What follows belongs to an exercise in optimizing a design on an open flow for small area and a short achievable clock period; a production flow would make more cautious choices.
Only the layout flow was run in this run; the RTL was not checked for function there.
Power figures rest on the tool's default switching activity, not on a simulated workload.

<file path="flow/design.v">
module CORDIC_pipelined (
    input clk,
    input logic signed[15:0] angle,
    output logic signed[15:0] sin, cos
);
logic [15:0] t_in;
assign t_in = angle - 16'd1;
logic [14:0] u0_q;
logic d0_q;
logic [14:0] u1;
logic [14:0] u1_q;
logic [1:0] i1_q;    
logic [15:0] v0;
assign v0 = {1'b0, u0_q} - 16'd12867;
logic [14:0] f1;
assign f1 = v0[14:0] ^ {15{v0[15]}};
assign u1 = f1;
logic [6:0] lpos;
cordic_lpos lpos_i (.d(u1_q[14:7]), .q(lpos));
logic [7:0] h_q;
logic c_q;
logic [6:0] lo_q, lp_q;
assign c_q = lo_q >= lp_q;
logic [1:0] iq_q;
logic [5:0] late;
cordic_qtab qtab_i (.d({h_q, c_q}), .q(late));
logic [7:0] x0_q, x1_q, x2_q, x3_q;    
logic [31:0] rom_d;
logic [32:0] rc_q;
logic rn114, rn132, rn215, rn46, rn80, rn689, rn40, rn69, rn107, rn369, rn131, rn99, rn335, rn124, rn310, rn79, rn101, rn563, rn460, rn233, rn243, rn143, rn139, rn662, rn60, rn93, rn425, rn316, rn411, rn247, rn135, rn349, rn113, rn70, rn557, rn223, rn184, rn116, rn121, rn371, rn610, rn691, rn533, rn571, rn333, rn239, rn127, rn442, rn100, rn632, rn109, rn483, rn188, rn140, rn674, rn163, rn268, rn648, rn53, rn311, rn631, rn548, rn81, rn253, rn363, rn174, rn108, rn152, rn660, rn358, rn370, rn266, rn205, rn255, rn157, rn343, rn302, rn348, rn690, rn513, rn565, rn544, rn605, rn204, rn94, rn303, rn556, rn550, rn270, rn95, rn77, rn141, rn647, rn122, rn71, rn627, rn57, rn731, rn717, rn144, rn329, rn350, rn461, rn577, rn171, rn125, rn115, rn133, rn756, rn694, rn532, rn644, rn443, rn484, rn102, rn419, rn365, rn320, rn242, rn592, rn209, rn50, rn269, rn189, rn657, rn164, rn732, rn645, rn378, rn42, rn590, rn364, rn211, rn176, rn201, rn664, rn683, rn667, rn638, rn142, rn359, rn372, rn549, rn611, rn195, rn41, rn267, rn220, rn90, rn158, rn376, rn110, rn742, rn663, rn578, rn653, rn429, rn642, rn606, rn297, rn334, rn312, rn558, rn344, rn76, rn252, rn256, rn258, rn172, rn224, rn566, rn82, rn96, rn206, rn59, rn97, rn476, rn453, rn713, rn668, rn382, rn628, rn295, rn185, rn51, rn117, rn462, rn739, rn725, rn718, rn695, rn145, rn554, rn134, rn698, rn304, rn534, rn704, rn677, rn543, rn420, rn342, rn244, rn271, rn103, rn432, rn339, rn692, rn444, rn637, rn366, rn280, rn196, rn321, rn298, rn43, rn518, rn737, rn675, rn624, rn633, rn336, rn525, rn591, rn531, rn529, rn221, rn210, rn508, rn136, rn44, rn279, rn202, rn478, rn551, rn276, rn379, rn665, rn623, rn360, rn612, rn240, rn584, rn263, rn190, rn523, rn91, rn111, rn743, rn377, rn330, rn351, rn257, rn579, rn541, rn559, rn118, rn98, rn314, rn289, rn709, rn669, rn658, rn394, rn383, rn313, rn323, rn83, rn317, rn179, rn305, rn254, rn173, rn231, rn52, rn225, rn226, rn178, rn61, rn467, rn56, rn740, rn696, rn684, rn387, rn402, rn288, rn146, rn78, rn733, rn463, rn652, rn699, rn572, rn361, rn545, rn707, rn153, rn345, rn274, rn272, rn693, rn245, rn433, rn639, rn367, rn299, rn197, rn283, rn515, rn524, rn352, rn540, rn535, rn530, rn212, rn509, rn104, rn738, rn676, rn659, rn281, rn728, rn373, rn607, rn593, rn198, rn222, rn137, rn479, rn384, rn666, rn630, rn400, rn318, rn45, rn625, rn241, rn264, rn552, rn92, rn492, rn744, rn380, rn191, rn654, rn331, rn560, rn472, rn749, rn705, rn25, rn315, rn629, rn585, rn564, rn730, rn322, rn259, rn249, rn526, rn180, rn119, rn489, rn72, rn741, rn710, rn685, rn649, rn324, rn84, rn207, rn227, rn175, rn468, rn456, rn58, rn54, rn186, rn714, rn697, rn403, rn636, rn147, rn734, rn614, rn165, rn678, rn583, rn469, rn154, rn388, rn306, rn362, rn546, rn708, rn573, rn458, rn640, rn555, rn519, rn232, rn290, rn300, rn246, rn284, rn332, rn598, rn661, rn353, rn516, rn374, rn542, rn536, rn213, rn510, rn138, rn480, rn719, rn385, rn670, rn392, rn47, rn681, rn587, rn199, rn105, rn454, rn390, rn671, rn646, rn265, rn567, rn427, rn192, rn346, rn260, rn561, rn490, rn473, rn706, rn414, rn319, rn325, rn126, rn85, rn580, rn527, rn228, rn120, rn445, rn62, rn55, rn745, rn726, rn296, rn250, rn73, rn604, rn177, rn208, rn410, rn187, rn615, rn166, rn679, rn650, rn39, rn586, rn753, rn470, rn711, rn368, rn155, rn389, rn620, rn574, rn48, rn459, rn398, rn520, rn234, rn408, rn375, rn307, rn291, rn285, rn337, rn354, rn273, rn621, rn599, rn547, rn159, rn720, rn406, rn248, rn634, rn537, rn481, rn455, rn386, rn396, rn200, rn106, rn148, rn588, rn347, rn514, rn501, rn715, rn415, rn128, rn568, rn229, rn485, rn446, rn63, rn434, rn428, rn301, rn282, rn123, rn86, rn754, rn735, rn261, rn562, rn491, rn326, rn167, rn686, rn608, rn181, rn214, rn412, rn193, rn700, rn528, rn727, rn24, rn395, rn680, rn651, rn616, rn712, rn500, rn596, rn471, rn391, rn156, rn477, rn450, rn464, rn399, rn641, rn575, rn49, rn409, rn381, rn292, rn672, rn521, rn401, rn393, rn338, rn355, rn203, rn112, rn622, rn251, rn286, rn635, rn275, rn435, rn407, rn397, rn626, rn553, rn160, rn421, rn517, rn505, rn235, rn457, rn424, rn497, rn486, rn439, rn64, rn589, rn600, rn581, rn569, rn493, rn416, rn327, rn129, rn168, rn609, rn182, rn701, rn538, rn506, rn447, rn430, rn423, rn755, rn746, rn413, rn417, rn216, rn729, rn617, rn723, rn502, rn404, rn597, rn474, rn74, rn23, rn308, rn482, rn451, rn465, rn262, rn87, rn356, rn422, rn293, rn287, rn426, rn22, rn340, rn277, rn643, rn161, rn511, rn26, rn236, rn673, rn576, rn436, rn19, rn21, rn716, rn721, rn65, rn594, rn570, rn522, rn494, rn418, rn130, rn438, rn498, rn487, rn440, rn747, rn38, rn169, rn613, rn183, rn217, rn682, rn10, rn507, rn736, rn405, rn655, rn448, rn618, rn503, rn601, rn309, rn466, rn341, rn75, rn431, rn722, rn278, rn294, rn582, rn724, rn539, rn18, rn237, rn149, rn17, rn441, rn66, rn595, rn495, rn162, rn37, rn512, rn499, rn488, rn750, rn748, rn35, rn602, rn230, rn194, rn687, rn656, rn619, rn20, rn449, rn328, rn67, rn357, rn475, rn437, rn150, rn88, rn170, rn504, rn496, rn28, rn751, rn603, rn12, rn238, rn218, rn702, rn688, rn33, rn452, rn68, rn13, rn36, rn16, rn27, rn151, rn89, rn752, rn219, rn14, rn11, rn703, rn15, rn30, rn31, rn32, rn29, rn34;
assign rn132 = ~x3_q[2];
assign rn69 = ~(x3_q[2] | x3_q[1]);
assign rn131 = ~(x3_q[1] & x3_q[0]);
assign rn99 = ~(x3_q[1] | x3_q[0]);
assign rn124 = ~(x3_q[2] & x3_q[1]);
assign rn101 = x3_q[3] | ~x3_q[2];
assign rn460 = x3_q[2] | ~x3_q[1];
assign rn143 = x3_q[2] & ~x3_q[1];
assign rn139 = x3_q[0] & ~x3_q[2];
assign rn662 = x3_q[1] | ~x3_q[0];
assign rn60 = x3_q[0] & ~x3_q[1];
assign rn93 = x3_q[1] & ~x3_q[0];
assign rn425 = x3_q[0] | ~x3_q[2];
assign rn135 = x3_q[2] | x3_q[1];
assign rn70 = x3_q[0] | x3_q[3];
assign rn223 = x3_q[1] & x3_q[0];
assign rn116 = x3_q[0] & x3_q[3];
assign rn109 = x3_q[2] & ~rn131;
assign rn266 = x3_q[3] & ~rn460;
assign rn343 = x3_q[2] & ~rn662;
assign rn513 = rn132 & ~rn60;
assign rn303 = rn60 | rn93;
assign rn141 = rn132 & ~rn223;
assign rn647 = rn425 | x3_q[1];
assign rn644 = x3_q[3] ? rn132 : rn135;
assign rn114 = ~rc_q[4];
assign rn215 = ~rc_q[6];
assign rn46 = ~rc_q[5];
assign rn80 = ~rc_q[3];
assign rn689 = ~rc_q[0];
assign rn40 = ~rc_q[7];
assign rn107 = ~(rc_q[4] | rc_q[3]);
assign rn369 = ~(rc_q[2] | rc_q[3]);
assign rn335 = ~(rc_q[4] & rc_q[5]);
assign rn310 = ~(rc_q[0] | rc_q[3]);
assign rn79 = ~(rc_q[2] | rc_q[0]);
assign rn563 = rc_q[1] & ~rc_q[3];
assign rn233 = rc_q[4] & ~rc_q[5];
assign rn243 = rc_q[3] & ~rc_q[1];
assign rn316 = rc_q[4] | ~rc_q[3];
assign rn411 = rc_q[0] & ~rc_q[5];
assign rn247 = rc_q[4] | rc_q[5];
assign rn349 = rc_q[2] & rc_q[3];
assign rn113 = rc_q[2] & rc_q[0];
assign rn557 = ~rc_q[8];
assign rn184 = ~rn79;
assign rn121 = rc_q[1] | rc_q[3];
assign rn371 = ~rn563;
assign rn610 = ~rn243;
assign rn691 = ~rc_q[27];
assign rn533 = ~rn233;
assign rn571 = ~rc_q[22];
assign rn333 = rc_q[1] ? rc_q[2] : rc_q[0];
assign rn239 = ~rn349;
assign rn127 = ~rn247;
assign rn442 = ~(rn369 & rc_q[14]);
assign rn100 = ~(rc_q[8] & rc_q[4]);
assign rn632 = ~(rn107 & rc_q[13]);
assign rn483 = rn689 & ~rc_q[26];
assign rn188 = ~(rc_q[19] & rn80);
assign rn140 = ~(rc_q[27] & rn80);
assign rn674 = rn80 & ~rc_q[12];
assign rn163 = rc_q[3] & ~rc_q[8];
assign rn268 = ~(rc_q[13] & rn80);
assign rn648 = rc_q[9] & ~rc_q[8];
assign rn53 = rn114 & ~rn310;
assign rn311 = rc_q[4] & ~rn310;
assign rn631 = rc_q[12] | rn114;
assign rn548 = ~(rc_q[18] | rn247);
assign rn81 = rn79 | rn80;
assign rn253 = ~rn442;
assign rn363 = rn369 | rc_q[4];
assign rn174 = rn369 | rn114;
assign rn108 = rn107 | rc_q[5];
assign rn152 = ~(rc_q[27] | rn121);
assign rn660 = rc_q[12] | rn46;
assign rn358 = rn114 & ~rn563;
assign rn370 = rn369 | ~rn233;
assign rn205 = rc_q[22] | ~rc_q[13];
assign rn255 = rc_q[3] & ~rc_q[24];
assign rn157 = rc_q[24] & ~rc_q[23];
assign rn302 = rc_q[19] & ~rc_q[27];
assign rn348 = rn310 & ~rc_q[22];
assign rn690 = rc_q[18] & ~rn310;
assign rn565 = rn114 & ~rn243;
assign rn544 = rc_q[25] | rn114;
assign rn605 = rc_q[27] | rn80;
assign rn204 = rc_q[3] & ~rn113;
assign rn94 = rc_q[23] | rc_q[3];
assign rn556 = rc_q[16] & ~rn310;
assign rn550 = rn113 | ~rc_q[1];
assign rn270 = rn243 | rn114;
assign rn95 = rc_q[25] | rc_q[9];
assign rn77 = ~rn674;
assign rn122 = rn121 & ~rc_q[5];
assign rn71 = rc_q[12] & ~rc_q[32];
assign rn627 = rn349 & ~rc_q[8];
assign rn57 = rn80 & ~rc_q[16];
assign rn731 = rc_q[28] | ~rn233;
assign rn717 = rc_q[2] & ~rc_q[10];
assign rn144 = rc_q[22] & ~rc_q[28];
assign rn329 = rn349 | rc_q[4];
assign rn350 = rn243 | rn349;
assign rn461 = rn316 | rc_q[10];
assign rn577 = rn247 | rn80;
assign rn171 = rc_q[28] | rn114;
assign rn125 = rc_q[32] | rc_q[26];
assign rn115 = rn113 | rn114;
assign rn133 = rc_q[9] ? rc_q[0] : rc_q[14];
assign rn756 = rc_q[26] ? rc_q[0] : rn310;
assign rn694 = rc_q[28] & rc_q[26];
assign rn532 = rn333 & ~rn80;
assign rn443 = rn114 & ~rn442;
assign rn484 = ~(rn483 | rn316);
assign rn102 = rc_q[18] & ~rn100;
assign rn419 = rn127 & ~rn442;
assign rn365 = ~(rn268 & rn114);
assign rn320 = ~(rn205 & rn691);
assign rn242 = rc_q[16] & ~rn188;
assign rn592 = rn127 & ~rn140;
assign rn209 = rn674 & ~rn333;
assign rn50 = rn239 & ~rn163;
assign rn269 = rc_q[0] & ~rn268;
assign rn189 = rn188 | ~rc_q[26];
assign rn657 = rn571 & ~rn188;
assign rn164 = rn163 & ~rc_q[15];
assign rn732 = rn127 & ~rc_q[15];
assign rn645 = rc_q[18] & ~rn631;
assign rn378 = rn371 & ~rn631;
assign rn42 = rc_q[15] | rc_q[3];
assign rn590 = rn81 & ~rn533;
assign rn364 = rn363 & ~rc_q[5];
assign rn211 = ~(rn95 & rc_q[3]);
assign rn176 = rc_q[14] & ~rn81;
assign rn201 = rc_q[15] | rc_q[4];
assign rn664 = ~(rn157 & rn204);
assign rn683 = rn121 & ~rn174;
assign rn667 = rn268 | rc_q[10];
assign rn638 = ~(rn363 | rn627);
assign rn142 = ~(rn140 & rc_q[11]);
assign rn359 = rn358 & ~rc_q[9];
assign rn372 = rn371 & ~rn370;
assign rn549 = rn548 | rc_q[6];
assign rn611 = rn610 & ~rn370;
assign rn195 = rc_q[9] & ~rn157;
assign rn41 = rn205 & ~rc_q[32];
assign rn267 = rc_q[21] & ~rc_q[0];
assign rn220 = rn163 & ~rn205;
assign rn90 = rc_q[3] & ~rn205;
assign rn158 = rn80 & ~rn157;
assign rn376 = rn46 & ~rc_q[21];
assign rn110 = rn108 | rc_q[15];
assign rn742 = rn302 & ~rc_q[3];
assign rn663 = rn46 & ~rn157;
assign rn578 = ~(rn550 | rn577);
assign rn653 = ~(rn577 | rc_q[15]);
assign rn429 = ~(rn577 | rc_q[13]);
assign rn642 = ~(rn329 & rc_q[5]);
assign rn606 = rn544 | ~rn605;
assign rn297 = rn114 & ~rn204;
assign rn334 = rn94 & ~rn333;
assign rn312 = rc_q[29] | rn483;
assign rn558 = rn557 & ~rn556;
assign rn344 = rc_q[29] | rn114;
assign rn76 = rc_q[2] & ~rc_q[31];
assign rn252 = rc_q[21] | rc_q[4];
assign rn256 = rn255 | rn114;
assign rn258 = rn690 | rn205;
assign rn172 = rc_q[30] | rc_q[29];
assign rn224 = rn205 | rc_q[10];
assign rn566 = rn565 | rc_q[5];
assign rn82 = rn648 | ~rc_q[20];
assign rn96 = rn95 & ~rn94;
assign rn206 = rn204 & ~rn205;
assign rn59 = rn690 | rn483;
assign rn97 = rc_q[4] & ~rn627;
assign rn476 = rc_q[13] & ~rn94;
assign rn453 = rn348 | rc_q[4];
assign rn713 = rn557 & ~rn605;
assign rn668 = rc_q[21] | rn114;
assign rn382 = rc_q[3] & ~rc_q[11];
assign rn628 = rn114 & ~rn627;
assign rn295 = rn80 & ~rc_q[11];
assign rn185 = rn184 & ~rn94;
assign rn51 = rc_q[15] | rc_q[11];
assign rn117 = rn71 | rc_q[28];
assign rn462 = rc_q[13] & ~rn461;
assign rn739 = rn605 | rc_q[23];
assign rn725 = rc_q[31] | rc_q[3];
assign rn718 = rn717 | rn363;
assign rn695 = rn694 | ~rn53;
assign rn145 = rn144 | rn114;
assign rn554 = rn255 | rn329;
assign rn134 = rn133 | rn80;
assign rn698 = rn411 & rn329;
assign rn304 = rn80 ? rc_q[31] : rn302;
assign rn534 = rn532 | rn533;
assign rn704 = rn80 ? rc_q[11] : rn157;
assign rn677 = rc_q[3] ? rn95 : rn550;
assign rn543 = rc_q[17] & ~rc_q[21];
assign rn420 = ~(rn419 & rc_q[7]);
assign rn342 = ~(rn50 & rn188);
assign rn244 = ~(rn242 | rn243);
assign rn271 = ~(rn270 | rn269);
assign rn103 = rc_q[5] & ~rn102;
assign rn432 = rn102 & ~rn46;
assign rn339 = rn215 & ~rn419;
assign rn692 = ~(rn320 & rc_q[4]);
assign rn444 = rn443 | rc_q[5];
assign rn637 = ~(rn42 & rc_q[4]);
assign rn366 = rn365 | rn40;
assign rn280 = rc_q[3] & ~rn320;
assign rn196 = ~(rn195 | rc_q[25]);
assign rn321 = rn107 & ~rn320;
assign rn298 = ~(rn195 | rn188);
assign rn43 = ~(rn41 | rn42);
assign rn518 = rc_q[4] & ~rn657;
assign rn737 = rc_q[4] & ~rn50;
assign rn675 = rn610 & ~rn209;
assign rn624 = rc_q[5] & ~rn645;
assign rn633 = rn632 & ~rn378;
assign rn336 = ~(rn334 | rn335);
assign rn525 = rn242 | rc_q[4];
assign rn591 = rn590 & ~rn209;
assign rn531 = ~(rn82 & rn80);
assign rn529 = rc_q[16] & ~rn211;
assign rn221 = ~(rn220 | rn96);
assign rn210 = rn209 | rn114;
assign rn508 = rn50 & ~rn201;
assign rn136 = rc_q[16] & ~rn42;
assign rn44 = rn201 & ~rn107;
assign rn279 = ~(rn269 | rn256);
assign rn202 = rn201 & ~rn108;
assign rn478 = rn42 | rc_q[8];
assign rn551 = rn364 & rn550;
assign rn276 = rc_q[6] & ~rn653;
assign rn379 = rn378 | rc_q[7];
assign rn665 = rn664 & rn358;
assign rn623 = rn359 | rn215;
assign rn360 = rn359 | rn46;
assign rn612 = rn611 | rc_q[7];
assign rn240 = rn195 | rc_q[25];
assign rn584 = rn41 | rn114;
assign rn263 = rn220 | rc_q[4];
assign rn190 = rn90 | rn114;
assign rn523 = rn220 | rn114;
assign rn91 = rn90 | rc_q[4];
assign rn111 = rn110 | rn102;
assign rn743 = rn742 | rn694;
assign rn377 = rn365 | rn376;
assign rn330 = rn329 & ~rn297;
assign rn351 = rn350 & ~rn312;
assign rn257 = rn184 & ~rn256;
assign rn579 = rn578 | rn215;
assign rn541 = rc_q[32] & ~rn224;
assign rn559 = rn211 & ~rn558;
assign rn118 = rn82 & ~rn80;
assign rn98 = rn96 | ~rn97;
assign rn314 = rn172 & ~rn80;
assign rn289 = rn258 & ~rn114;
assign rn709 = rn97 & ~rn302;
assign rn669 = rn667 & ~rn668;
assign rn658 = rn657 | ~rn97;
assign rn394 = rc_q[5] & ~rn628;
assign rn383 = rn127 & ~rn382;
assign rn313 = rn311 & ~rn312;
assign rn323 = rn125 & ~rn256;
assign rn83 = rn82 & ~rn81;
assign rn317 = rn312 | rn316;
assign rn179 = rn312 | rc_q[4];
assign rn305 = rn76 | rn195;
assign rn254 = rn252 | rn253;
assign rn173 = rn171 | rn172;
assign rn231 = rn312 | rn77;
assign rn52 = rn50 | ~rn51;
assign rn225 = rn224 & rn107;
assign rn226 = rn51 & ~rn316;
assign rn178 = rn172 | rc_q[3];
assign rn61 = rn59 | rc_q[25];
assign rn467 = rn97 & rn121;
assign rn56 = rn713 | rn114;
assign rn740 = rn739 & ~rn657;
assign rn696 = rn258 & ~rn695;
assign rn684 = rc_q[3] & ~rn51;
assign rn387 = rn382 | rc_q[5];
assign rn402 = rn46 & ~rn51;
assign rn288 = rn71 | rn252;
assign rn146 = rn142 & ~rn145;
assign rn78 = rn76 | rn77;
assign rn733 = rn732 & ~rn725;
assign rn463 = rn462 | rc_q[5];
assign rn652 = rn533 | rn51;
assign rn699 = rn698 | rn429;
assign rn572 = rn571 & ~rn304;
assign rn361 = rc_q[4] & ~rn543;
assign rn545 = rn543 & ~rn544;
assign rn707 = rc_q[3] ? rn689 : rn172;
assign rn153 = ~(rn280 | rn255);
assign rn345 = rn342 & ~rn344;
assign rn274 = rn233 & ~rn244;
assign rn272 = rn271 & ~rn267;
assign rn693 = rn59 & ~rn692;
assign rn245 = rn244 & ~rc_q[10];
assign rn433 = rn432 | rc_q[6];
assign rn639 = rn637 & ~rn638;
assign rn367 = rn364 & ~rn366;
assign rn299 = rn125 & ~rn298;
assign rn197 = rc_q[3] & ~rn196;
assign rn283 = rn196 | rc_q[3];
assign rn515 = ~(rn263 | rn483);
assign rn524 = ~(rn523 | rn298);
assign rn352 = ~(rn351 | rn348);
assign rn540 = rn525 & ~rn358;
assign rn535 = rn531 & ~rn534;
assign rn530 = rn127 & ~rn529;
assign rn212 = rn211 & ~rn210;
assign rn509 = rn508 & ~rn444;
assign rn104 = ~(rn103 & rn98);
assign rn738 = rn737 | rc_q[5];
assign rn676 = rn675 | rc_q[4];
assign rn659 = ~(rn658 & rn252);
assign rn281 = rn279 & ~rn280;
assign rn728 = rn518 & ~rn529;
assign rn373 = rn633 | rn46;
assign rn607 = rn478 & ~rn606;
assign rn593 = rn592 | rn591;
assign rn198 = ~(rn231 & rc_q[4]);
assign rn222 = rn221 | rn114;
assign rn137 = rn136 | rc_q[4];
assign rn479 = rn267 | rn44;
assign rn384 = rc_q[21] & ~rn379;
assign rn666 = rc_q[5] & ~rn665;
assign rn630 = ~(rn247 & rn387);
assign rn400 = rn624 & rc_q[17];
assign rn318 = ~(rn317 & rn46);
assign rn45 = rn43 | rn44;
assign rn625 = rn624 & ~rn623;
assign rn241 = rn239 & ~rn240;
assign rn264 = rn189 & ~rn263;
assign rn552 = rn551 | rn549;
assign rn92 = rn91 | ~rn59;
assign rn492 = rn111 & ~rn370;
assign rn744 = rn743 & ~rn335;
assign rn380 = rn377 & ~rn379;
assign rn191 = rn189 & ~rn190;
assign rn654 = ~(rn276 & rn652);
assign rn331 = rc_q[5] & ~rn330;
assign rn560 = rc_q[4] & ~rn559;
assign rn472 = rn233 & ~rn118;
assign rn749 = rn518 & ~rn314;
assign rn705 = rn289 & ~rn704;
assign rn25 = rn383 & ~rc_q[6];
assign rn315 = rn313 & ~rn314;
assign rn629 = rc_q[6] & ~rn394;
assign rn585 = rn584 | rn558;
assign rn564 = rn190 | rn563;
assign rn730 = rn240 | rc_q[3];
assign rn322 = rn317 & ~rn321;
assign rn259 = rn257 & rn258;
assign rn249 = rn46 & ~rn173;
assign rn526 = rn52 & ~rn525;
assign rn180 = rn178 & ~rn179;
assign rn119 = rn117 | rn118;
assign rn489 = rn61 & ~rn91;
assign rn72 = rn118 | rn114;
assign rn741 = rn114 & ~rn740;
assign rn710 = rn709 | rn46;
assign rn685 = rn683 & ~rn684;
assign rn649 = rn118 | rn363;
assign rn324 = rn323 | rn46;
assign rn84 = rn78 & ~rn83;
assign rn207 = rn461 & rn179;
assign rn227 = rn225 | rn226;
assign rn175 = rn173 & rn174;
assign rn468 = rn467 | rn46;
assign rn456 = rn226 | rn46;
assign rn58 = rn56 | rn57;
assign rn54 = rn52 & rn53;
assign rn186 = rn226 | rn201;
assign rn714 = rn56 | rn80;
assign rn697 = rn696 | rn46;
assign rn403 = rn402 | rc_q[6];
assign rn636 = rn253 | rn387;
assign rn147 = rn146 | rn46;
assign rn734 = rn733 | rc_q[6];
assign rn614 = rc_q[4] ? rn304 : rn351;
assign rn165 = rn361 | ~rn637;
assign rn678 = rn544 & ~rn361;
assign rn583 = ~(rn153 & rn42);
assign rn469 = rn80 ? rn550 : rn305;
assign rn154 = ~(rn153 | rn113);
assign rn388 = rn387 ? rn127 : rc_q[4];
assign rn306 = rn305 ^ rn80;
assign rn362 = rn360 | rn361;
assign rn546 = rn545 | rn46;
assign rn708 = rn707 | rc_q[4];
assign rn573 = rn153 & ~rn572;
assign rn458 = rn153 & ~rn756;
assign rn640 = rc_q[5] & ~rn639;
assign rn555 = rn299 & ~rn554;
assign rn519 = rn518 & ~rn197;
assign rn232 = rn231 & ~rn197;
assign rn290 = rn289 & ~rn197;
assign rn300 = rn299 & rn297;
assign rn246 = ~(rn245 | rn241);
assign rn284 = rn283 & ~rn270;
assign rn332 = ~(rn331 & rn283);
assign rn598 = rn233 & ~rn352;
assign rn661 = rn659 & ~rn660;
assign rn353 = rn352 & ~rn107;
assign rn516 = rn515 | rn46;
assign rn374 = rn373 & ~rn372;
assign rn542 = rn541 | rn540;
assign rn536 = rn535 | rn215;
assign rn213 = rn212 | rn46;
assign rn510 = rn509 | rc_q[6];
assign rn138 = rn134 & ~rn137;
assign rn480 = rn478 & ~rn479;
assign rn719 = rn664 & ~rn198;
assign rn385 = rn384 & ~rn247;
assign rn670 = rn666 & ~rn669;
assign rn392 = rc_q[3] & ~rn373;
assign rn47 = rn46 & ~rn45;
assign rn681 = rn90 & rn676;
assign rn587 = rn241 & ~rn525;
assign rn199 = rn197 | rn198;
assign rn105 = rn92 & ~rn104;
assign rn454 = ~(rn58 | rn41);
assign rn390 = rn630 | rn394;
assign rn671 = rn666 | rn329;
assign rn646 = rn400 | rc_q[6];
assign rn265 = rn264 | rn46;
assign rn567 = rn564 & ~rn566;
assign rn427 = rn730 & ~rn731;
assign rn192 = rn191 | rn46;
assign rn346 = rn322 & ~rn345;
assign rn260 = rn254 & ~rn259;
assign rn561 = rn560 | rn46;
assign rn490 = rn98 & ~rn489;
assign rn473 = rn472 | rc_q[6];
assign rn706 = rn705 | rc_q[5];
assign rn414 = rn46 & ~rn685;
assign rn319 = rn318 | rn315;
assign rn325 = rn322 & ~rn324;
assign rn126 = rn125 & ~rn119;
assign rn85 = rc_q[4] & ~rn84;
assign rn580 = rn579 | rn249;
assign rn527 = rn526 | rn46;
assign rn228 = rn222 & ~rn227;
assign rn120 = rn119 | rn115;
assign rn445 = rn72 | rn57;
assign rn62 = rn61 & ~rn58;
assign rn55 = rc_q[5] & ~rn54;
assign rn745 = rn744 | rn741;
assign rn726 = rn725 & ~rn186;
assign rn296 = rn72 | rn295;
assign rn250 = rn249 | rc_q[6];
assign rn73 = rn71 | rn72;
assign rn604 = ~(rn583 & rn114);
assign rn177 = rn176 | rn175;
assign rn208 = rn206 | rn207;
assign rn410 = rn697 | rn693;
assign rn187 = rn185 | rn186;
assign rn615 = rn46 & ~rn614;
assign rn166 = rn165 & ~rn164;
assign rn679 = rn677 & ~rn678;
assign rn650 = rn165 & ~rn349;
assign rn39 = rn629 ^ rc_q[7];
assign rn586 = rn583 & ~rn585;
assign rn753 = rn114 & ~rn469;
assign rn470 = rn469 & ~rn257;
assign rn711 = rn708 & ~rn710;
assign rn368 = rn362 & ~rn367;
assign rn155 = rn154 | rn114;
assign rn389 = rn388 | rc_q[6];
assign rn620 = rn362 | rn215;
assign rn574 = rn127 & ~rn573;
assign rn48 = rn233 & ~rn458;
assign rn459 = rn458 | rn114;
assign rn398 = rn636 & ~rn640;
assign rn520 = rn364 & ~rn519;
assign rn234 = rn233 & ~rn232;
assign rn408 = ~(rn670 | rn663);
assign rn375 = ~(rn374 & rc_q[7]);
assign rn307 = rc_q[4] ? rn304 : rn306;
assign rn291 = rn288 & ~rn290;
assign rn285 = rn202 & ~rn284;
assign rn337 = rn332 & ~rn336;
assign rn354 = rn46 & ~rn353;
assign rn273 = ~(rn272 | rn265);
assign rn621 = rn374 & ~rn549;
assign rn599 = rn598 | rn40;
assign rn547 = rn542 & ~rn546;
assign rn159 = rn138 & ~rn158;
assign rn720 = rn718 & ~rn719;
assign rn406 = rn661 | rn630;
assign rn248 = rn246 | rn247;
assign rn634 = rn215 & ~rn392;
assign rn537 = rn536 | rn530;
assign rn481 = rn480 | rn46;
assign rn455 = rn453 & ~rn454;
assign rn386 = rn385 | rn215;
assign rn396 = rn642 | rn392;
assign rn200 = rn199 | ~rn140;
assign rn106 = rc_q[6] & ~rn105;
assign rn148 = rn147 | rn138;
assign rn588 = rn587 | rn46;
assign rn347 = rc_q[5] & ~rn346;
assign rn514 = rn199 | rc_q[30];
assign rn501 = rn105 | rc_q[6];
assign rn715 = rn706 & ~rn714;
assign rn415 = rn414 & ~rn384;
assign rn128 = rn127 & ~rn126;
assign rn568 = rn567 | rn215;
assign rn229 = rc_q[5] & ~rn228;
assign rn485 = rn120 & ~rn484;
assign rn446 = rn445 & ~rn444;
assign rn63 = rn62 | ~rn55;
assign rn434 = rn738 & ~rn745;
assign rn428 = rn427 | rn215;
assign rn301 = rn296 & ~rn300;
assign rn282 = rn281 | rn265;
assign rn123 = rn120 | ~rn122;
assign rn86 = rn55 & ~rn85;
assign rn754 = rn445 & ~rc_q[5];
assign rn735 = rn734 | rn427;
assign rn261 = rn260 | rn46;
assign rn562 = rn561 | rn555;
assign rn491 = rn490 | rn46;
assign rn326 = rn325 | rn215;
assign rn167 = ~(rn166 | rn108);
assign rn686 = rn414 | rc_q[6];
assign rn608 = rn604 & ~rn607;
assign rn181 = rn177 & ~rn180;
assign rn214 = rn208 & ~rn213;
assign rn412 = rn410 & ~rn411;
assign rn193 = rn187 & ~rn192;
assign rn700 = rn410 & ~rn699;
assign rn528 = rn527 | rn524;
assign rn727 = rn726 | rn46;
assign rn24 = rn215 ? rn383 : rn385;
assign rn395 = ~(rn389 | rn394);
assign rn680 = rn676 & ~rn679;
assign rn651 = rn649 & ~rn650;
assign rn616 = rn615 | rn40;
assign rn712 = rn706 & ~rn711;
assign rn500 = rn444 | rn166;
assign rn596 = rn207 | rn753;
assign rn471 = rn470 | rn468;
assign rn391 = rn390 & ~rn389;
assign rn156 = rn155 | rn152;
assign rn477 = rn155 | rn476;
assign rn450 = rn48 | ~rn276;
assign rn464 = rn459 & ~rn463;
assign rn399 = rn215 & ~rn398;
assign rn641 = rn247 & ~rn398;
assign rn575 = rn574 | rc_q[6];
assign rn49 = rn47 | rn48;
assign rn409 = rn215 & ~rn408;
assign rn381 = rn375 & ~rn380;
assign rn292 = rc_q[5] & ~rn291;
assign rn672 = rn671 & ~rn408;
assign rn521 = rn520 | rc_q[6];
assign rn401 = ~(rn386 | rn400);
assign rn393 = ~(rn386 | rn392);
assign rn338 = rn307 | rc_q[5];
assign rn355 = rc_q[6] & ~rn354;
assign rn203 = ~(rn202 & rn200);
assign rn112 = ~(rn111 & rn106);
assign rn622 = rn620 & ~rn621;
assign rn251 = rn248 & ~rn250;
assign rn286 = rn285 | rn215;
assign rn635 = rn390 & ~rn634;
assign rn275 = rn274 | rn273;
assign rn435 = ~(rn433 | rn434);
assign rn407 = rn406 & ~rn386;
assign rn397 = rn396 & ~rn386;
assign rn626 = rn625 | rn621;
assign rn553 = rn552 | rn547;
assign rn160 = rn159 | rn46;
assign rn421 = rn720 | rn46;
assign rn517 = rn514 & ~rn516;
assign rn505 = ~(rn181 | rn108);
assign rn235 = ~(rn234 | rn214);
assign rn457 = rn456 | rn455;
assign rn424 = ~(rn749 | rn727);
assign rn497 = rn122 & ~rn485;
assign rn486 = rn376 & ~rn485;
assign rn439 = rn339 & ~rn434;
assign rn64 = rn63 & ~rc_q[6];
assign rn589 = rn588 | rn586;
assign rn600 = rn599 | rn347;
assign rn581 = rn261 & ~rn580;
assign rn569 = rn562 & ~rn568;
assign rn493 = rn491 & ~rn492;
assign rn416 = rn415 | rn215;
assign rn327 = rn319 & ~rn326;
assign rn129 = rn128 | rc_q[6];
assign rn168 = rn106 & ~rn167;
assign rn609 = rc_q[5] & ~rn608;
assign rn182 = rn46 & ~rn181;
assign rn701 = rc_q[6] & ~rn700;
assign rn538 = rn528 & ~rn537;
assign rn506 = rn229 | rn215;
assign rn447 = rn446 | rc_q[6];
assign rn430 = rn428 | rn429;
assign rn423 = ~(rn715 | rn712);
assign rn755 = rn754 | rn215;
assign rn746 = rn434 | rn215;
assign rn413 = rn412 | rc_q[6];
assign rn417 = rc_q[5] & ~rn680;
assign rn216 = rn214 | rn215;
assign rn729 = rn728 | rn727;
assign rn617 = rn337 & ~rn616;
assign rn723 = rn339 & ~rn712;
assign rn502 = rn500 & ~rn501;
assign rn404 = rn651 | rn46;
assign rn597 = rn46 & ~rn596;
assign rn474 = rn471 & ~rn473;
assign rn74 = rn467 | ~rn596;
assign rn23 = rn391 | ~rn386;
assign rn308 = rc_q[5] ? rn301 : rn307;
assign rn482 = rn477 & ~rn481;
assign rn451 = rn63 & ~rn450;
assign rn465 = rn464 | rn215;
assign rn262 = ~(rn261 & rn251);
assign rn87 = rn86 | rn49;
assign rn356 = rn355 & ~rn347;
assign rn422 = ~(rn420 & rn421);
assign rn293 = rn251 & ~rn292;
assign rn287 = rn282 & ~rn286;
assign rn426 = ~(rn424 & rc_q[19]);
assign rn22 = rn395 | rn393;
assign rn340 = rn338 & rn339;
assign rn277 = rn276 & ~rn275;
assign rn643 = rc_q[6] ? rn641 : rn396;
assign rn161 = rn156 & ~rn160;
assign rn511 = rn235 & ~rn510;
assign rn26 = rn215 ? rn368 : rn381;
assign rn236 = rn235 & ~rn215;
assign rn673 = rn215 ? rn406 : rn672;
assign rn576 = rn575 | rn275;
assign rn436 = rn435 | rc_q[7];
assign rn19 = rn409 | rn407;
assign rn21 = rn399 | rn397;
assign rn716 = ~(rn423 & rn339);
assign rn721 = rn421 | rn215;
assign rn65 = rn64 & ~rn49;
assign rn594 = rn589 & ~rn593;
assign rn570 = rn553 & ~rn569;
assign rn522 = rn521 | rn517;
assign rn494 = rn215 & ~rn493;
assign rn418 = ~(rn416 | rn417);
assign rn130 = rn129 | ~rn123;
assign rn438 = rn428 | rn424;
assign rn498 = rn497 | rn215;
assign rn487 = rn486 | rn215;
assign rn440 = rn439 | rn40;
assign rn747 = rn746 & ~rc_q[7];
assign rn38 = rn635 ^ rc_q[7];
assign rn169 = rn168 | rn40;
assign rn613 = rn612 | rn609;
assign rn183 = rn182 | rc_q[6];
assign rn217 = rn203 & ~rn216;
assign rn682 = rn417 & ~rn681;
assign rn10 = rc_q[7] ? rn622 : rn626;
assign rn507 = rn506 | rn505;
assign rn736 = rn729 & ~rn735;
assign rn405 = rn404 & ~rn403;
assign rn655 = rn404 & ~rn654;
assign rn448 = rn74 & ~rn46;
assign rn618 = rn617 | rn215;
assign rn503 = rn502 | rn40;
assign rn601 = rn600 | rn597;
assign rn309 = rn308 | rc_q[6];
assign rn466 = rn457 & ~rn465;
assign rn341 = ~(rn340 & rn337);
assign rn75 = rc_q[5] ? rn74 : rn73;
assign rn431 = rn426 & ~rn430;
assign rn722 = ~(rn721 & rn716);
assign rn278 = rn262 & ~rn277;
assign rn294 = rn293 | rn287;
assign rn582 = rn576 & ~rn581;
assign rn724 = rn721 & ~rn723;
assign rn539 = rn522 & ~rn538;
assign rn18 = rn413 & ~rn418;
assign rn237 = rn236 | rn40;
assign rn149 = rn148 & ~rn130;
assign rn17 = rn386 ? rn422 : rn423;
assign rn441 = rn438 & ~rn440;
assign rn66 = rn65 | rn40;
assign rn595 = rn594 | rc_q[7];
assign rn495 = rn494 | rc_q[7];
assign rn162 = rn161 | rn130;
assign rn37 = rn643 ^ rn40;
assign rn512 = rn507 & ~rn511;
assign rn499 = rn498 | rn161;
assign rn488 = rn487 | rn482;
assign rn750 = rn736 & ~rn424;
assign rn748 = rn747 & ~rn736;
assign rn35 = rn673 ^ rn40;
assign rn602 = ~(rn601 & rn215);
assign rn230 = rn229 | rn183;
assign rn194 = rn193 | rn183;
assign rn687 = rn686 | rn682;
assign rn656 = rn646 & ~rn655;
assign rn619 = rn613 & ~rn618;
assign rn20 = rn405 | rn401;
assign rn449 = rn447 | rn448;
assign rn328 = rn309 & ~rn327;
assign rn67 = rn755 | rn448;
assign rn357 = rn341 & ~rn356;
assign rn475 = rn474 | rn466;
assign rn437 = rn436 | rn431;
assign rn150 = rn112 & ~rn149;
assign rn88 = rc_q[6] ? rn75 : rn87;
assign rn170 = rn162 & ~rn169;
assign rn504 = rn499 & ~rn503;
assign rn496 = rn488 & ~rn495;
assign rn28 = rc_q[7] ? rn278 : rn294;
assign rn751 = rn746 & ~rn750;
assign rn603 = rn595 & ~rn602;
assign rn12 = rn40 ? rn570 : rn582;
assign rn238 = rn230 & ~rn237;
assign rn218 = rn194 & ~rn217;
assign rn702 = rn687 & ~rn701;
assign rn688 = rn417 & ~rn687;
assign rn33 = rc_q[7] ? rn722 : rn724;
assign rn452 = rn449 & ~rn451;
assign rn68 = rn67 & ~rn66;
assign rn13 = rc_q[7] ? rn512 : rn539;
assign rn36 = rn656 ^ rc_q[7];
assign rn16 = rn437 & ~rn441;
assign rn27 = rn40 ? rn328 : rn357;
assign rn151 = rn40 & ~rn150;
assign rn89 = rn40 & ~rn88;
assign rn752 = rc_q[7] & ~rn751;
assign rn219 = rn40 & ~rn218;
assign rn14 = rn504 | rn496;
assign rn11 = rn619 | rn603;
assign rn703 = rn702 ^ rn40;
assign rn15 = rc_q[7] ? rn452 : rn475;
assign rn30 = rn170 | rn151;
assign rn31 = rn89 | rn68;
assign rn32 = rn752 | rn748;
assign rn29 = rn238 | rn219;
assign rn34 = rn703 | rn688;
assign rom_d = {rn40, rn40, rn39, rn38, rn37, rn36, rn35, rn34, rn33, rn32, rn31, rn30, rn29, rn28, rn27, rn26, rn25, rn24, rn23, rn22, rn21, rn20, rn19, rn18, rn17, rn16, rn15, rn14, rn13, rn12, rn11, rn10};
always_ff @(posedge clk) begin
    u0_q <= t_in[14:0] ^ {15{t_in[15]}};
    d0_q <= ~t_in[15];
    u1_q <= u1;
    i1_q <= {d0_q, v0[15]};
    h_q <= u1_q[14:7];
    lo_q <= u1_q[6:0];
    lp_q <= lpos;
    iq_q <= i1_q;
    x0_q <= {iq_q, late};
    x1_q <= x0_q;
    x2_q <= x1_q;
    x3_q <= x2_q;
    rc_q[0] <= x3_q[0];
    rc_q[1] <= x3_q[1];
    rc_q[2] <= x3_q[2];
    rc_q[3] <= x3_q[3];
    rc_q[4] <= x3_q[4];
    rc_q[5] <= x3_q[5];
    rc_q[6] <= x3_q[6];
    rc_q[7] <= x3_q[7];
    rc_q[8] <= rn99;
    rc_q[9] <= rn132;
    rc_q[10] <= rn223;
    rc_q[11] <= rn141;
    rc_q[12] <= rn69;
    rc_q[13] <= rn460;
    rc_q[14] <= rn131;
    rc_q[15] <= rn109;
    rc_q[16] <= rn135;
    rc_q[17] <= rn644;
    rc_q[18] <= rn101;
    rc_q[19] <= rn425;
    rc_q[20] <= rn647;
    rc_q[21] <= rn266;
    rc_q[22] <= rn143;
    rc_q[23] <= rn93;
    rc_q[24] <= rn662;
    rc_q[25] <= rn60;
    rc_q[26] <= rn124;
    rc_q[27] <= rn139;
    rc_q[28] <= rn116;
    rc_q[29] <= rn343;
    rc_q[30] <= rn513;
    rc_q[31] <= rn303;
    rc_q[32] <= rn70;
    {sin, cos} <= rom_d;
end
endmodule
module cordic_lpos(d, q);
  input [7:0] d;
  wire [7:0] d;
  output [6:0] q;
  wire [6:0] q;
  wire _0_;
  wire _10_;
  wire _11_;
  wire _12_;
  wire _13_;
  wire _14_;
  wire _15_;
  wire _16_;
  wire _17_;
  wire _18_;
  wire _19_;
  wire _1_;
  wire _20_;
  wire _21_;
  wire _22_;
  wire _23_;
  wire _24_;
  wire _25_;
  wire _26_;
  wire _27_;
  wire _28_;
  wire _29_;
  wire _2_;
  wire _30_;
  wire _31_;
  wire _32_;
  wire _33_;
  wire _34_;
  wire _35_;
  wire _36_;
  wire _37_;
  wire _38_;
  wire _39_;
  wire _3_;
  wire _40_;
  wire _41_;
  wire _42_;
  wire _43_;
  wire _44_;
  wire _45_;
  wire _46_;
  wire _47_;
  wire _48_;
  wire _49_;
  wire _4_;
  wire _50_;
  wire _51_;
  wire _52_;
  wire _53_;
  wire _54_;
  wire _55_;
  wire _56_;
  wire _57_;
  wire _58_;
  wire _59_;
  wire _5_;
  wire _60_;
  wire _61_;
  wire _62_;
  wire _63_;
  wire _64_;
  wire _65_;
  wire _66_;
  wire _67_;
  wire _68_;
  wire _69_;
  wire _6_;
  wire _70_;
  wire _7_;
  wire _8_;
  wire _9_;
  assign _26_ = _36_ & ~(_27_);
  assign _25_ = _28_ & ~(_26_);
  assign _24_ = d[6] & ~(_25_);
  assign _23_ = _24_ | _47_;
  assign _22_ = _29_ & ~(_23_);
  assign _21_ = d[3] | d[4];
  assign _20_ = _32_ & ~(_21_);
  assign _19_ = _20_ | _49_;
  assign _18_ = _19_ | _37_;
  assign _17_ = ~(_27_ | _43_);
  assign _16_ = _54_ & ~(d[7]);
  assign _15_ = _16_ | _17_;
  assign _14_ = _18_ & ~(_15_);
  assign _13_ = _14_ | _22_;
  assign _12_ = _13_ | _55_;
  assign _11_ = ~(_12_ & _37_);
  assign _10_ = _55_ & ~(_52_);
  assign _9_ = _40_ & ~(_10_);
  assign q[5] = _11_ & ~(_9_);
  assign _8_ = _37_ | _51_;
  assign q[4] = _12_ & ~(_8_);
  assign q[3] = ~_13_;
  assign _7_ = d[4] & ~(d[2]);
  assign _6_ = d[3] & ~(_7_);
  assign _5_ = _17_ & ~(_6_);
  assign _4_ = _5_ | _11_;
  assign _3_ = _33_ & _34_;
  assign _2_ = _3_ | ~(d[3]);
  assign _1_ = _32_ | ~(_21_);
  assign _0_ = _2_ & ~(_1_);
  assign _70_ = ~d[1];
  assign _69_ = ~(_27_ & _70_);
  assign _68_ = _69_ & ~(d[6]);
  assign _67_ = _54_ & ~(_68_);
  assign _66_ = _67_ | _20_;
  assign _65_ = _66_ | _0_;
  assign q[2] = _4_ & ~(_65_);
  assign _64_ = ~(_46_ & d[3]);
  assign _63_ = _17_ & ~(_64_);
  assign _62_ = ~(_3_ | _32_);
  assign _61_ = ~(_62_ ^ _64_);
  assign _60_ = _61_ & ~(_37_);
  assign q[1] = _60_ | _63_;
  assign _59_ = _17_ & _53_;
  assign _58_ = _48_ & ~(_54_);
  assign _57_ = d[1] & ~(_58_);
  assign _56_ = _57_ & ~(_37_);
  assign q[0] = _56_ | _59_;
  assign q[6] = ~_37_;
  assign _55_ = ~d[5];
  assign _54_ = d[3] & d[4];
  assign _53_ = ~(d[2] | d[1]);
  assign _52_ = _54_ & ~(_53_);
  assign _51_ = _52_ ^ _55_;
  assign _50_ = _51_ | ~(d[0]);
  assign _49_ = d[0] | ~(d[5]);
  assign _48_ = ~d[2];
  assign _47_ = ~(d[3] & d[4]);
  assign _46_ = _47_ | _48_;
  assign _45_ = ~(_46_ | _49_);
  assign _44_ = _45_ | ~(_50_);
  assign _43_ = d[6] | d[7];
  assign _42_ = _43_ | ~(_44_);
  assign _41_ = _52_ & ~(_55_);
  assign _40_ = d[6] & ~(_41_);
  assign _39_ = d[0] | d[7];
  assign _38_ = _40_ & ~(_39_);
  assign _37_ = _42_ & ~(_38_);
  assign _36_ = d[1] & ~(d[2]);
  assign _35_ = ~(_36_ & d[0]);
  assign _34_ = d[2] & d[1];
  assign _33_ = ~(d[5] ^ d[0]);
  assign _32_ = ~(_33_ | _34_);
  assign _31_ = _32_ & ~(_48_);
  assign _30_ = _35_ & ~(_31_);
  assign _29_ = _30_ | d[6];
  assign _28_ = _49_ | ~(_53_);
  assign _27_ = d[5] | d[0];
endmodule
module cordic_qtab(d, q);
  input [8:0] d;
  wire [8:0] d;
  output [5:0] q;
  wire [5:0] q;
  wire _0_;
  wire _10_;
  wire _11_;
  wire _12_;
  wire _13_;
  wire _14_;
  wire _15_;
  wire _16_;
  wire _17_;
  wire _18_;
  wire _19_;
  wire _1_;
  wire _20_;
  wire _21_;
  wire _22_;
  wire _23_;
  wire _24_;
  wire _25_;
  wire _26_;
  wire _27_;
  wire _28_;
  wire _29_;
  wire _2_;
  wire _30_;
  wire _31_;
  wire _32_;
  wire _33_;
  wire _34_;
  wire _35_;
  wire _36_;
  wire _37_;
  wire _38_;
  wire _39_;
  wire _3_;
  wire _40_;
  wire _41_;
  wire _42_;
  wire _43_;
  wire _44_;
  wire _45_;
  wire _46_;
  wire _47_;
  wire _48_;
  wire _4_;
  wire _5_;
  wire _6_;
  wire _7_;
  wire _8_;
  wire _9_;
  assign q[1] = _38_ ? _37_ : _35_;
  assign _34_ = _42_ & ~(_44_);
  assign q[0] = _38_ & ~(_34_);
  assign q[5] = ~(_45_ | _17_);
  assign _33_ = ~d[6];
  assign _32_ = ~(d[4] & d[5]);
  assign _31_ = ~d[3];
  assign _30_ = ~(d[0] | d[1]);
  assign _29_ = _30_ & ~(d[2]);
  assign _28_ = _29_ | _31_;
  assign _27_ = ~(d[0] & d[1]);
  assign _26_ = d[2] & ~(_27_);
  assign _25_ = _31_ & ~(_26_);
  assign _24_ = d[6] & ~(_25_);
  assign _23_ = _28_ & ~(_24_);
  assign _22_ = ~d[4];
  assign _21_ = ~(_25_ | _32_);
  assign _20_ = _21_ | _22_;
  assign _19_ = _23_ & ~(_20_);
  assign _18_ = _22_ & ~(_23_);
  assign _17_ = d[7] | d[8];
  assign _16_ = _17_ | _18_;
  assign _15_ = _16_ | _19_;
  assign _14_ = d[2] & ~(_30_);
  assign _13_ = _31_ & ~(_14_);
  assign _12_ = _13_ ^ d[4];
  assign _11_ = ~d[7];
  assign _10_ = d[6] & ~(_32_);
  assign _9_ = _10_ | d[8];
  assign _8_ = _9_ | _11_;
  assign _7_ = _12_ & ~(_8_);
  assign _6_ = _15_ & ~(_7_);
  assign _5_ = ~(_6_ | _32_);
  assign _4_ = _5_ | _33_;
  assign _3_ = _5_ & ~(d[6]);
  assign _2_ = _3_ | d[8];
  assign q[4] = _4_ & ~(_2_);
  assign _1_ = _6_ | _22_;
  assign _0_ = d[5] | d[8];
  assign _48_ = _1_ & ~(_0_);
  assign q[3] = _48_ | _5_;
  assign q[2] = ~_6_;
  assign _47_ = ~(_12_ | d[8]);
  assign _46_ = _47_ | ~(_6_);
  assign _45_ = _10_ & ~(_25_);
  assign _44_ = _11_ & ~(_45_);
  assign _43_ = _33_ & ~(_21_);
  assign _42_ = ~(_14_ | _29_);
  assign _41_ = _27_ ^ d[2];
  assign _40_ = _43_ ? _42_ : _41_;
  assign _39_ = _44_ & ~(_40_);
  assign _38_ = _46_ & ~(_39_);
  assign _37_ = _14_ ^ d[3];
  assign _36_ = _29_ ^ d[3];
  assign _35_ = _36_ & ~(_9_);
endmodule
module cordic_top (
    input  logic clk,
    input  logic signed[15:0] angle,
    output logic signed[15:0] sin, cos
);
    CORDIC_pipelined dut_basic(
        .clk(clk),
        .angle(angle),
        .sin(sin),
        .cos(cos)
    );
endmodule
</file>
<file path="flow/run.sh">
#!/bin/bash
# synth_recipe.tcl (not shown) runs the flow's synth.tcl, then flattens the netlist and writes it again
# the make line also repeats each setting of config.mk as NAME=value (left out here)
make -C /OpenROAD-flow-scripts/flow DESIGN_CONFIG=/design/flow/config.mk WORK_HOME=/design/flow/orfs CLKGATE_MAP_FILE= SYNTH_SCRIPT=/design/flow/synth_recipe.tcl finish
</file>
<file path="flow/config.mk">
export PLATFORM = sky130hd
export DESIGN_NAME = cordic_top
export DESIGN_NICKNAME = cordic_top
export VERILOG_FILES = /design/flow/design.v
export SDC_FILE = /design/flow/constraint.sdc
export NUM_CORES = 4
export LEC_CHECK = 0
export ABC_AREA = 1
export CAP_MARGIN = 20
export CORE_MARGIN = 2
export CORE_UTILIZATION = 45
export SLEW_MARGIN = 20
</file>
<file path="flow/constraint.sdc">
create_clock -name core_clock -period 3.3 [get_ports {clk}]
set_input_delay 0.6600 -clock core_clock [delete_from_list [all_inputs] [get_ports {clk}]]
set_output_delay 0.6600 -clock core_clock [all_outputs]
set_load 0.01 [all_outputs]
</file>
==> results_dict.tcl <==
set metrics [dict create \
    internal_power_mw 5.33 \
    min-delay-start "dut_basic.x2_q[6]" \
    crit_top_cell "nand2_1" \
    cts_max_path_buffers 2 \
    grt_use_total 0.292 \
    top_usage_layer "met2" \
    layout_setup_ws_ns 0.883 \
    reg2reg_setup_slack_ns 0.88 \
    worstPathArrival_ns 2.74 \
    cts-resized-gates 0 \
    cts_tree "done" \
    use_met1 0.350 \
    nFillCells 1731 \
    antenna_found_initial 0 \
    fin_crit_ns 2.42 \
    path_cells "inv_1 > ha_1 > nand2_1 > o21ai_0 > nand4_1 > o2111ai_1 > nor2_1 > inv_1 > ha_1 > inv_1 > ha_1 > xor2_1 > or2_2 > nand3_1 > nand2_1 > nand2_1 > nand2_1" \
    hold_class "reg -> reg" \
    cp.required_ns 3.62 \
    die_y_um 136 \
    rr_worst_depth 17 \
    grt_pass1_wl_mm 40.6 \
    cts_max_level 4 \
    slowest_stage "dfxtp_1" \
    ant_nets 0 \
    vias_per_cell 5.33 \
    critPathKind "reg -> reg" \
    layout-drive-gt1-share 0.0506 \
    fin_worst_skew_ns 0.0111 \
    wl_per_cell_um 17.9 \
    place.port_buffers 48 \
    core_area_um2 17200 \
    die_area_um2 18600 \
    total_power_mw 10.2 \
    synth_fp_nets 1208 \
    power_switching_mw 4.91 \
    tns_ns 0 \
    syn-cell-area_um2 7890 \
    path_max_fanout 2 \
    timing.rr.end "dut_basic.x0_q[1]" \
    critPathMaxStageDelay_ns 0.31 \
    io_pins 49 \
    leakage_nw 4.55 \
    grt_use_met2 0.468 \
    syn_avg_cell_area_um2 6.76 \
    crit_buf_inv 3 \
    rows 48 \
    syn_inst 1167 \
    drtIter0Drc 750 \
    initial_core_util 0.458 \
    grt_pass1_vias 7398 \
    vias 7728 \
    fp.dieW_um 136 \
    r2r_start "dut_basic.lp_q[2]" \
    p_clk_frac 0.182 \
    max_freq_mhz 414 \
    grtUsageMet3 0.0608 \
    path_clk_slew_ns 0.07 \
    register_area_um2 3060 \
    grt_max_degree 41 \
    synth-seq-cells 153 \
    drt_wl_total_mm 26.0 \
    slew_viol_final 0 \
    peakVddDrop_mv 0.457 \
    maxCapViolCount 0 \
    cp_top_family "simple AND/OR/NAND/NOR gates" \
    cts_setup_buffers 0 \
    finalCritPeriodShare 0.733 \
    holdPathEnd "dut_basic.x3_q[6]" \
    cp-start-kind "flip-flop" \
    final_core_util 0.530 \
    drc 0 \
    slew_headroom 0.597 \
    antennaDiodeCount 0 \
    fin_nets 1253 \
    yosysUniqueCellTypes 42 \
    status "complete, no violations" \
    pwr-share-comb 0.511 \
    worstMarginPinSlew_ns 0.598 \
    ctsHoldBuffers 0 \
    ctsRootBufferMaster "clkbuf_16" \
    areaGrowthSynthToFinish_pct 15.8 \
    cp_num_cells 17 \
    gp_congestion 1.04 \
    place_ws_ns 0.677 \
    switching_share 0.480 \
    ys_warn_count 1 \
    setup_violations 0 \
    multi_input_area_um2 4140 \
    worst_hold_path.num_cells 0 \
    cellPowerDensity_nw_per_um2 1120 \
    cts_buffers 17 \
    rsz0062_at_grt "no" \
    post-dp-hpwl_mm 19.7 \
    grt-ovfl-total 0 \
    p_seq_frac 0.307 \
    clock_sinks 153 \
    hold_ws_ns 0.326 \
    seq_area_frac_synth 0.388 \
    end_kind "flip-flop" \
    hold_violations 0 \
    clk_latency_ns 0.42 \
    drt_pass1_iterations 8 \
]
-- registers in the layout, summed over array words and instances (netlist names) --
register / flops
dut_basic.rc_q: 33
dut_basic.cos: 16
dut_basic.sin: 15
dut_basic.u0_q: 15
dut_basic.u1_q: 15
dut_basic.h_q: 8
dut_basic.x0_q: 8
dut_basic.x1_q: 8
dut_basic.x2_q: 8
dut_basic.x3_q: 8
dut_basic.lo_q: 7
dut_basic.lp_q: 7
dut_basic.i1_q: 2
dut_basic.iq_q: 2
dut_basic.d0_q: 1
-- cells by family after synthesis --
| kind of cell | synth area share |
|---|---|
| simple gates | 0.335 |
| fa+ha+maj | 0.0380 |
| xor+xnor | 0.0590 |
| flops | 0.388 |
| compound gates | 0.0927 |
| buf+inv | 0.0873 |
-- synthesized netlist by cell type --
cell / number / area, um^2
nand3b_1: 3 / 22.5
nand4_1: 13 / 81.3
xor2_1: 34 / 298
o2111ai_1: 1 / 8.76
a31oi_1: 4 / 25.0
xor2_4: 1 / 27.5
a22oi_1: 1 / 7.51
o21ai_0: 55 / 275
xnor2_1: 16 / 140
o21bai_1: 1 / 7.51
nand3_2: 2 / 20.0
a22o_1: 1 / 8.76
and3_1: 1 / 6.26
buf_2: 13 / 65.1
nor2_1: 106 / 398
a21oi_2: 1 / 8.76
dfxtp_1: 153 / 3060
o211ai_1: 6 / 45.0
o21ai_1: 8 / 40.0
nor3_1: 7 / 35.0
nand3_1: 124 / 621
o31ai_1: 2 / 15.0
a21oi_1: 47 / 235
nor2_2: 5 / 31.3
o21a_1: 1 / 7.51
clkbuf_2: 1 / 5.00
nand2_1: 369 / 1390
or2_2: 3 / 18.8
inv_2: 3 / 11.3
ha_1: 24 / 300
nor3b_2: 1 / 12.5
buf_1: 7 / 26.3
clkinv_1: 2 / 7.51
and2_1: 2 / 12.5
inv_1: 126 / 473
a211oi_1: 1 / 7.51
buf_4: 5 / 37.5
clkbuf_1: 8 / 30.0
buf_6: 3 / 33.8
a21o_1: 1 / 7.51
a21boi_0: 1 / 7.51
o22ai_1: 4 / 25.0
-- final cells by class --
class	count	share of cell area
Multi-Input combinational cell	846	0.453
Sequential cell	153	0.335
Timing Repair Buffer	63	0.0649
Inverter	131	0.0538
Clock buffer	21	0.0515
Tap cell	225	0.0308
Clock inverter	11	0.0111
-- routing by layer --
metal  share of wire  wire length, um
met1            0.40            10400
met5               0                0
met4           0.073             1890
met2            0.46            11900
met3           0.068             1770
-- power groups by stage --
stage	Sequential, mW	Combinational (mW)	Clock, mW
final	3.14	5.23	1.86
after global routing	3.20	5.79	1.99
after detailed placement	3.16	5.08	0
after global placement	3.18	5.14	0
after floorplan	2.95	3.39	0
after CTS	3.13	5.10	1.91
-- stage by stage --
stage	instances	cell area [um^2]
global placement	1418	8570
detailed placement	1418	8570
finish	1450	9140
floorplan	1167	7890
CTS	1450	9140
global route	1450	9140
-- worst reg2reg max path, cell delays in order (launching register included) --
cell and delay (ns):
dfxtp_1 0.31, inv_1 0.04, ha_1 0.28, nand2_1 0.07
o21ai_0 0.16, nand4_1 0.10, o2111ai_1 0.12, nor2_1 0.10
inv_1 0.07, ha_1 0.14, inv_1 0.04, ha_1 0.18
xor2_1 0.16, or2_2 0.27, nand3_1 0.10, nand2_1 0.07
nand2_1 0.06, nand2_1 0.04
-- cell usage in the layout, fill, tap and decap left out, types with 2 or more instances in the layout --
cell / instances
or2_2: 3
clkbuf_16: 17
clkinv_1: 2
inv_2: 3
inv_1: 126
nand3_2: 2
nor2_1: 106
nand2_1: 369
and2_1: 2
ha_1: 24
a31oi_1: 4
inv_6: 4
o21ai_1: 8
nor3_1: 7
xor2_1: 34
o211ai_1: 6
xnor2_1: 16
inv_8: 3
a21oi_1: 47
clkinvlp_4: 2
clkbuf_8: 3
o31ai_1: 2
nand3_1: 124
o21ai_0: 55
nand3b_1: 3
clkinv_4: 2
nor2_2: 5
dfxtp_1: 153
clkdlybuf4s50_1: 48
buf_4: 15
nand4_1: 13
o22ai_1: 4
-- worst max path at each step --
| stage | startpoint | end |
|---|---|---|
| final | dut_basic.lp_q[2] | dut_basic.x0_q[1] |
| after global routing | dut_basic.lp_q[2] | dut_basic.x0_q[4] |
| after CTS | dut_basic.lp_q[2] | dut_basic.x0_q[4] |
| after detailed placement | angle[7] | dut_basic.u0_q[1] |
| after global placement | angle[7] | dut_basic.u0_q[1] |
| after floorplan | dut_basic.lp_q[2] | dut_basic.x0_q[1] |

-- what the ideal ports hide --
No port has a modelled driver above. Below, the same layout with a new extraction and two added sets of constraints.
Step 1, drivers: a clkbuf_16 drives clk and a buf_2 each remaining input, both assumed.
Step 2, shift: input delay + t, output delay - t, t = (earliest + latest rising clock arrival at the registers) / 2. This alone moves slack from input paths to output paths.
Slacks: ideal / step 1 / step 2; pairs: ideal / step 1.
shift t [ns]: 0.464
slack for setup (ns): 0.883 / 0.883 / 0.683
worst register clock-pin slew, ns: 0.07 / 0.07
worst slew at a driven data input, ns: 0.04
After both steps this run still meets setup and hold. For this run, drivers alone change the setup slack by 0.000 ns; drivers and shift together by -0.200 ns.
